Source: an optimization exercise on an open RTL-to-GDS flow (aim: small area, a short achievable clock period and few clock cycles per item). Production flows keep margins and buffers that such runs may drop. In this exercise RTL edits were held to simulation tests only and were not proved equivalent to the original.

==> run a: inputs <==
==> flow/design.v <==
module sub32 (input [31:0] a, input [31:0] b, output [31:0] d, output cout);
wire [31:0] nb = ~b;
wire [31:0] x = a ^ nb;
wire [31:0] g0 = a & nb;
wire [31:0] p0 = a | nb;
wire G_s0_1 = g0[1] | (p0[1] & p0[0]);
wire G_s0_3 = g0[3] | (p0[3] & g0[2]);
wire P_s0_3 = p0[3] & p0[2];
wire G_s0_5 = g0[5] | (p0[5] & g0[4]);
wire P_s0_5 = p0[5] & p0[4];
wire G_s0_7 = g0[7] | (p0[7] & g0[6]);
wire P_s0_7 = p0[7] & p0[6];
wire G_s0_9 = g0[9] | (p0[9] & g0[8]);
wire P_s0_9 = p0[9] & p0[8];
wire G_s0_11 = g0[11] | (p0[11] & g0[10]);
wire P_s0_11 = p0[11] & p0[10];
wire G_s0_13 = g0[13] | (p0[13] & g0[12]);
wire P_s0_13 = p0[13] & p0[12];
wire G_s0_15 = g0[15] | (p0[15] & g0[14]);
wire P_s0_15 = p0[15] & p0[14];
wire G_s0_17 = g0[17] | (p0[17] & g0[16]);
wire P_s0_17 = p0[17] & p0[16];
wire G_s0_19 = g0[19] | (p0[19] & g0[18]);
wire P_s0_19 = p0[19] & p0[18];
wire G_s0_21 = g0[21] | (p0[21] & g0[20]);
wire P_s0_21 = p0[21] & p0[20];
wire G_s0_23 = g0[23] | (p0[23] & g0[22]);
wire P_s0_23 = p0[23] & p0[22];
wire G_s0_25 = g0[25] | (p0[25] & g0[24]);
wire P_s0_25 = p0[25] & p0[24];
wire G_s0_27 = g0[27] | (p0[27] & g0[26]);
wire P_s0_27 = p0[27] & p0[26];
wire G_s0_29 = g0[29] | (p0[29] & g0[28]);
wire P_s0_29 = p0[29] & p0[28];
wire G_s0_31 = g0[31] | (p0[31] & g0[30]);
wire P_s0_31 = p0[31] & p0[30];
wire G_s1_2 = g0[2] | (p0[2] & G_s0_1);
wire G_s1_3 = G_s0_3 | (P_s0_3 & G_s0_1);
wire G_s1_6 = g0[6] | (p0[6] & G_s0_5);
wire P_s1_6 = p0[6] & P_s0_5;
wire G_s1_7 = G_s0_7 | (P_s0_7 & G_s0_5);
wire P_s1_7 = P_s0_7 & P_s0_5;
wire G_s1_10 = g0[10] | (p0[10] & G_s0_9);
wire P_s1_10 = p0[10] & P_s0_9;
wire G_s1_11 = G_s0_11 | (P_s0_11 & G_s0_9);
wire P_s1_11 = P_s0_11 & P_s0_9;
wire G_s1_14 = g0[14] | (p0[14] & G_s0_13);
wire P_s1_14 = p0[14] & P_s0_13;
wire G_s1_15 = G_s0_15 | (P_s0_15 & G_s0_13);
wire P_s1_15 = P_s0_15 & P_s0_13;
wire G_s1_18 = g0[18] | (p0[18] & G_s0_17);
wire P_s1_18 = p0[18] & P_s0_17;
wire G_s1_19 = G_s0_19 | (P_s0_19 & G_s0_17);
wire P_s1_19 = P_s0_19 & P_s0_17;
wire G_s1_22 = g0[22] | (p0[22] & G_s0_21);
wire P_s1_22 = p0[22] & P_s0_21;
wire G_s1_23 = G_s0_23 | (P_s0_23 & G_s0_21);
wire P_s1_23 = P_s0_23 & P_s0_21;
wire G_s1_26 = g0[26] | (p0[26] & G_s0_25);
wire P_s1_26 = p0[26] & P_s0_25;
wire G_s1_27 = G_s0_27 | (P_s0_27 & G_s0_25);
wire P_s1_27 = P_s0_27 & P_s0_25;
wire G_s1_30 = g0[30] | (p0[30] & G_s0_29);
wire P_s1_30 = p0[30] & P_s0_29;
wire G_s1_31 = G_s0_31 | (P_s0_31 & G_s0_29);
wire P_s1_31 = P_s0_31 & P_s0_29;
wire G_s2_4 = g0[4] | (p0[4] & G_s1_3);
wire G_s2_5 = G_s0_5 | (P_s0_5 & G_s1_3);
wire G_s2_6 = G_s1_6 | (P_s1_6 & G_s1_3);
wire G_s2_7 = G_s1_7 | (P_s1_7 & G_s1_3);
wire G_s2_12 = g0[12] | (p0[12] & G_s1_11);
wire P_s2_12 = p0[12] & P_s1_11;
wire G_s2_13 = G_s0_13 | (P_s0_13 & G_s1_11);
wire P_s2_13 = P_s0_13 & P_s1_11;
wire G_s2_14 = G_s1_14 | (P_s1_14 & G_s1_11);
wire P_s2_14 = P_s1_14 & P_s1_11;
wire G_s2_15 = G_s1_15 | (P_s1_15 & G_s1_11);
wire P_s2_15 = P_s1_15 & P_s1_11;
wire G_s2_20 = g0[20] | (p0[20] & G_s1_19);
wire P_s2_20 = p0[20] & P_s1_19;
wire G_s2_21 = G_s0_21 | (P_s0_21 & G_s1_19);
wire P_s2_21 = P_s0_21 & P_s1_19;
wire G_s2_22 = G_s1_22 | (P_s1_22 & G_s1_19);
wire P_s2_22 = P_s1_22 & P_s1_19;
wire G_s2_23 = G_s1_23 | (P_s1_23 & G_s1_19);
wire P_s2_23 = P_s1_23 & P_s1_19;
wire G_s2_28 = g0[28] | (p0[28] & G_s1_27);
wire P_s2_28 = p0[28] & P_s1_27;
wire G_s2_29 = G_s0_29 | (P_s0_29 & G_s1_27);
wire P_s2_29 = P_s0_29 & P_s1_27;
wire G_s2_30 = G_s1_30 | (P_s1_30 & G_s1_27);
wire P_s2_30 = P_s1_30 & P_s1_27;
wire G_s2_31 = G_s1_31 | (P_s1_31 & G_s1_27);
wire P_s2_31 = P_s1_31 & P_s1_27;
wire G_s3_8 = g0[8] | (p0[8] & G_s2_7);
wire G_s3_9 = G_s0_9 | (P_s0_9 & G_s2_7);
wire G_s3_10 = G_s1_10 | (P_s1_10 & G_s2_7);
wire G_s3_11 = G_s1_11 | (P_s1_11 & G_s2_7);
wire G_s3_12 = G_s2_12 | (P_s2_12 & G_s2_7);
wire G_s3_13 = G_s2_13 | (P_s2_13 & G_s2_7);
wire G_s3_14 = G_s2_14 | (P_s2_14 & G_s2_7);
wire G_s3_15 = G_s2_15 | (P_s2_15 & G_s2_7);
wire G_s3_24 = g0[24] | (p0[24] & G_s2_23);
wire P_s3_24 = p0[24] & P_s2_23;
wire G_s3_25 = G_s0_25 | (P_s0_25 & G_s2_23);
wire P_s3_25 = P_s0_25 & P_s2_23;
wire G_s3_26 = G_s1_26 | (P_s1_26 & G_s2_23);
wire P_s3_26 = P_s1_26 & P_s2_23;
wire G_s3_27 = G_s1_27 | (P_s1_27 & G_s2_23);
wire P_s3_27 = P_s1_27 & P_s2_23;
wire G_s3_28 = G_s2_28 | (P_s2_28 & G_s2_23);
wire P_s3_28 = P_s2_28 & P_s2_23;
wire G_s3_29 = G_s2_29 | (P_s2_29 & G_s2_23);
wire P_s3_29 = P_s2_29 & P_s2_23;
wire G_s3_30 = G_s2_30 | (P_s2_30 & G_s2_23);
wire P_s3_30 = P_s2_30 & P_s2_23;
wire G_s3_31 = G_s2_31 | (P_s2_31 & G_s2_23);
wire P_s3_31 = P_s2_31 & P_s2_23;
wire G_s4_16 = g0[16] | (p0[16] & G_s3_15);
wire G_s4_17 = G_s0_17 | (P_s0_17 & G_s3_15);
wire G_s4_18 = G_s1_18 | (P_s1_18 & G_s3_15);
wire G_s4_19 = G_s1_19 | (P_s1_19 & G_s3_15);
wire G_s4_20 = G_s2_20 | (P_s2_20 & G_s3_15);
wire G_s4_21 = G_s2_21 | (P_s2_21 & G_s3_15);
wire G_s4_22 = G_s2_22 | (P_s2_22 & G_s3_15);
wire G_s4_23 = G_s2_23 | (P_s2_23 & G_s3_15);
wire G_s4_24 = G_s3_24 | (P_s3_24 & G_s3_15);
wire G_s4_25 = G_s3_25 | (P_s3_25 & G_s3_15);
wire G_s4_26 = G_s3_26 | (P_s3_26 & G_s3_15);
wire G_s4_27 = G_s3_27 | (P_s3_27 & G_s3_15);
wire G_s4_28 = G_s3_28 | (P_s3_28 & G_s3_15);
wire G_s4_29 = G_s3_29 | (P_s3_29 & G_s3_15);
wire G_s4_30 = G_s3_30 | (P_s3_30 & G_s3_15);
wire G_s4_31 = G_s3_31 | (P_s3_31 & G_s3_15);
assign d[0] = ~x[0];
assign d[1] = x[1] ^ p0[0];
assign d[2] = x[2] ^ G_s0_1;
assign d[3] = x[3] ^ G_s1_2;
assign d[4] = x[4] ^ G_s1_3;
assign d[5] = x[5] ^ G_s2_4;
assign d[6] = x[6] ^ G_s2_5;
assign d[7] = x[7] ^ G_s2_6;
assign d[8] = x[8] ^ G_s2_7;
assign d[9] = x[9] ^ G_s3_8;
assign d[10] = x[10] ^ G_s3_9;
assign d[11] = x[11] ^ G_s3_10;
assign d[12] = x[12] ^ G_s3_11;
assign d[13] = x[13] ^ G_s3_12;
assign d[14] = x[14] ^ G_s3_13;
assign d[15] = x[15] ^ G_s3_14;
assign d[16] = x[16] ^ G_s3_15;
assign d[17] = x[17] ^ G_s4_16;
assign d[18] = x[18] ^ G_s4_17;
assign d[19] = x[19] ^ G_s4_18;
assign d[20] = x[20] ^ G_s4_19;
assign d[21] = x[21] ^ G_s4_20;
assign d[22] = x[22] ^ G_s4_21;
assign d[23] = x[23] ^ G_s4_22;
assign d[24] = x[24] ^ G_s4_23;
assign d[25] = x[25] ^ G_s4_24;
assign d[26] = x[26] ^ G_s4_25;
assign d[27] = x[27] ^ G_s4_26;
assign d[28] = x[28] ^ G_s4_27;
assign d[29] = x[29] ^ G_s4_28;
assign d[30] = x[30] ^ G_s4_29;
assign d[31] = x[31] ^ G_s4_30;
assign cout = G_s4_31;
endmodule
module divider #(parameter size=32)
(
	input [size-1:0] dividend,
	input [size-1:0] divisor,
	input clk, reset, start,
	output [size-1:0] quotient,
	output [size-1:0] remainder,
	output error,
	output done
);
localparam [2:0] ST_IDLE = 3'b000, ST_ALIGN = 3'b001, ST_ITER = 3'b010,
                 ST_DONE = 3'b100, ST_ERR = 3'b101;
reg [2:0] state;
reg [31:0] rem_r, dvs_r, quo_r;
reg [4:0] cnt;    
reg [4:0] lza_r;  
function [2:0] lz4(input [3:0] v);
	begin
		lz4[2] = ~|v;
		lz4[1] = ~|v[3:2];
		lz4[0] = v[3] ? 1'b0 : v[2] ? 1'b1 : ~v[1];
	end
endfunction
function [3:0] lz8(input [7:0] v);
	reg [2:0] h, l;
	begin
		h = lz4(v[7:4]);
		l = lz4(v[3:0]);
		lz8 = {h[2] & l[2], h[2], h[2] ? l[1:0] : h[1:0]};
	end
endfunction
function [4:0] lz16(input [15:0] v);
	reg [3:0] h, l;
	begin
		h = lz8(v[15:8]);
		l = lz8(v[7:0]);
		lz16 = {h[3] & l[3], h[3], h[3] ? l[2:0] : h[2:0]};
	end
endfunction
function [5:0] lz32(input [31:0] v);
	reg [4:0] h, l;
	begin
		h = lz16(v[31:16]);
		l = lz16(v[15:0]);
		lz32 = {h[4] & l[4], h[4], h[4] ? l[3:0] : h[3:0]};
	end
endfunction
function [31:0] smear(input [31:0] v);
	reg [31:0] s;
	begin
		s = v | (v >> 1);
		s = s | (s >> 2);
		s = s | (s >> 4);
		s = s | (s >> 8);
		smear = s | (s >> 16);
	end
endfunction
wire [5:0] lz_a = lz32(dividend);
wire [5:0] lz_b = lz32(divisor);
wire [4:0] dsh  = cnt - lza_r;                          
wire       b_zero = ~|divisor;
wire       q_zero = |(divisor & ~smear(dividend));       
wire [31:0] diff;
wire        fits;     
sub32 u_sub (.a(rem_r), .b(dvs_r), .d(diff), .cout(fits));
wire in_idle  = (state == ST_IDLE);
wire in_align = (state == ST_ALIGN);
wire in_iter  = (state == ST_ITER);
always @(posedge clk) begin
	if (reset)
		state <= ST_IDLE;
	else case (state)
		ST_IDLE:  if (start) state <= b_zero ? ST_ERR : q_zero ? ST_DONE : ST_ALIGN;
		ST_ALIGN: state <= ST_ITER;
		ST_ITER:  if (cnt == 5'd31) state <= ST_DONE;
		default:  state <= ST_IDLE;
	endcase
end
always @(posedge clk) begin
	if (in_idle) begin
		dvs_r <= divisor;
		quo_r <= 32'd0;
		cnt   <= lz_b[4:0];
	end else begin
		dvs_r <= in_align ? dvs_r << dsh : dvs_r >> 1;
		quo_r <= {quo_r[30:0], fits & in_iter};
		cnt   <= cnt + (in_align ? ~lza_r : 5'b11111);    
	end
end
always @(posedge clk)
	lza_r <= lz_a[4:0];
always @(posedge clk) begin
	if (in_idle)
		rem_r <= dividend;
	else if (in_iter & fits)
		rem_r <= diff;
end
assign quotient  = quo_r;
assign remainder = rem_r;
assign error     = state[2] & state[0];
assign done      = state[2];
endmodule
==> flow/flow/run.sh <==
#!/bin/bash
# Layout flow: the standard flow (standard.sh, unchanged synthesis and
# steps), except that the port buffers that global placement inserts are
# sky130_fd_sc_hd__buf_1 cells instead of the default choice. Every input and
# output port still gets its own buffer, and timing repair may resize them.
set -euo pipefail
bash standard.sh "BUFFER_PORTS_ARGS=-buffer_cell sky130_fd_sc_hd__buf_1" finish > standard.log 2>&1
==> flow/standard.sh <==
#!/bin/bash
# synth_recipe.tcl (not shown) runs the flow's synth.tcl, then flattens the netlist and writes it again
# the make line also repeats each setting of config.mk as NAME=value (left out here)
make -C /OpenROAD-flow-scripts/flow DESIGN_CONFIG=/design/flow/config.mk WORK_HOME=/design/flow/orfs CLKGATE_MAP_FILE= SYNTH_SCRIPT=/design/flow/synth_recipe.tcl "${@:-finish}"
==> flow/config.mk <==
export PLATFORM = sky130hd
export DESIGN_NAME = divider
export DESIGN_NICKNAME = divider
export VERILOG_FILES = /design/flow/design.v
export SDC_FILE = /design/flow/constraint.sdc
export NUM_CORES = 4
export LEC_CHECK = 0
export CAP_MARGIN = 20
export CORE_MARGIN = 2
export CORE_UTILIZATION = 40
export SETUP_SLACK_MARGIN = 2.5
export SLEW_MARGIN = 20
==> flow/constraint.sdc <==
create_clock -name core_clock -period 5.0 [get_ports {clk}]
set_input_delay 1.0000 -clock core_clock [delete_from_list [all_inputs] [get_ports {clk}]]
set_output_delay 1.0000 -clock core_clock [all_outputs]
set_load 0.01 [all_outputs]
==> run b: changes against run a <==
==> flow/run.sh (new file) <==
#!/bin/bash
# synth_recipe.tcl (not shown) runs the flow's synth.tcl, then flattens the netlist and writes it again
# the make line also repeats each setting of config.mk as NAME=value (left out here)
make -C /OpenROAD-flow-scripts/flow DESIGN_CONFIG=/design/flow/config.mk WORK_HOME=/design/flow/orfs CLKGATE_MAP_FILE= SYNTH_SCRIPT=/design/flow/synth_recipe.tcl finish
removed: flow/flow/run.sh
removed: flow/standard.sh
==> impl_results.md <==
- Signal buf overhead: 0.169
- Worst reg2reg path endpoint: dvs_r[30]$_DFFE_PP_
- Final Cycle Share: 0.604
- Wl on met1: 12500 um
- Hold Startpoint: quo_r[24]$_SDFF_PP0_
- Measured slew at the worst slew-check pin: 0.840 ns
- Status: timing/DRC/antenna clean
- Total setup buffers inserted after CTS: 37
[end of results for run b]
==> impl_results.md <==
- Status: timing/DRC/antenna clean
- GRT Total Usage: 0.263
- Signal buf overhead: 0.116
- Wl on met1: 12200 um
- Measured slew at the worst slew-check pin: 0.841 ns
- Metal2 WL: 14400 um
- Worst reg2reg path endpoint: dvs_r[24]$_DFF_P_
- Final Cycle Share: 0.625
[end of results for run a]
Testbench counts of run a, summed over its fixed seeds: cycles 20,476, items 2,400.
Testbench counts of run b, summed over its fixed seeds: cycles 20,476, items 2,400.

port drivers added, routing unchanged:
The flow's constraints put no driver on any port. The routed layouts listed below were extracted and timed again, unchanged, in two steps. Step 1 (the two cells are an assumption about what drives the block):
set clk [get_ports {clk}]
set_driving_cell -lib_cell sky130_fd_sc_hd__clkbuf_16 $clk
set_driving_cell -lib_cell sky130_fd_sc_hd__buf_2 [delete_from_list [all_inputs] $clk]
Step 2 moves the port delays by t, midway between the first and last clock arrival at a register: inputs arrive t later, outputs are due t later. That takes back most of the time a late clock gives input paths. Three values: no drivers, after step 1, after step 2; two values: the first two.
run	shift t [ns]	setup WS [ns]	worst register clock-pin slew, ns
run a	0.415	1.874 / 1.874 / 1.874	0.09 / 0.09
run b	0.410	1.981 / 1.981 / 1.981	0.09 / 0.09
After both steps setup and hold are still met in every run listed.
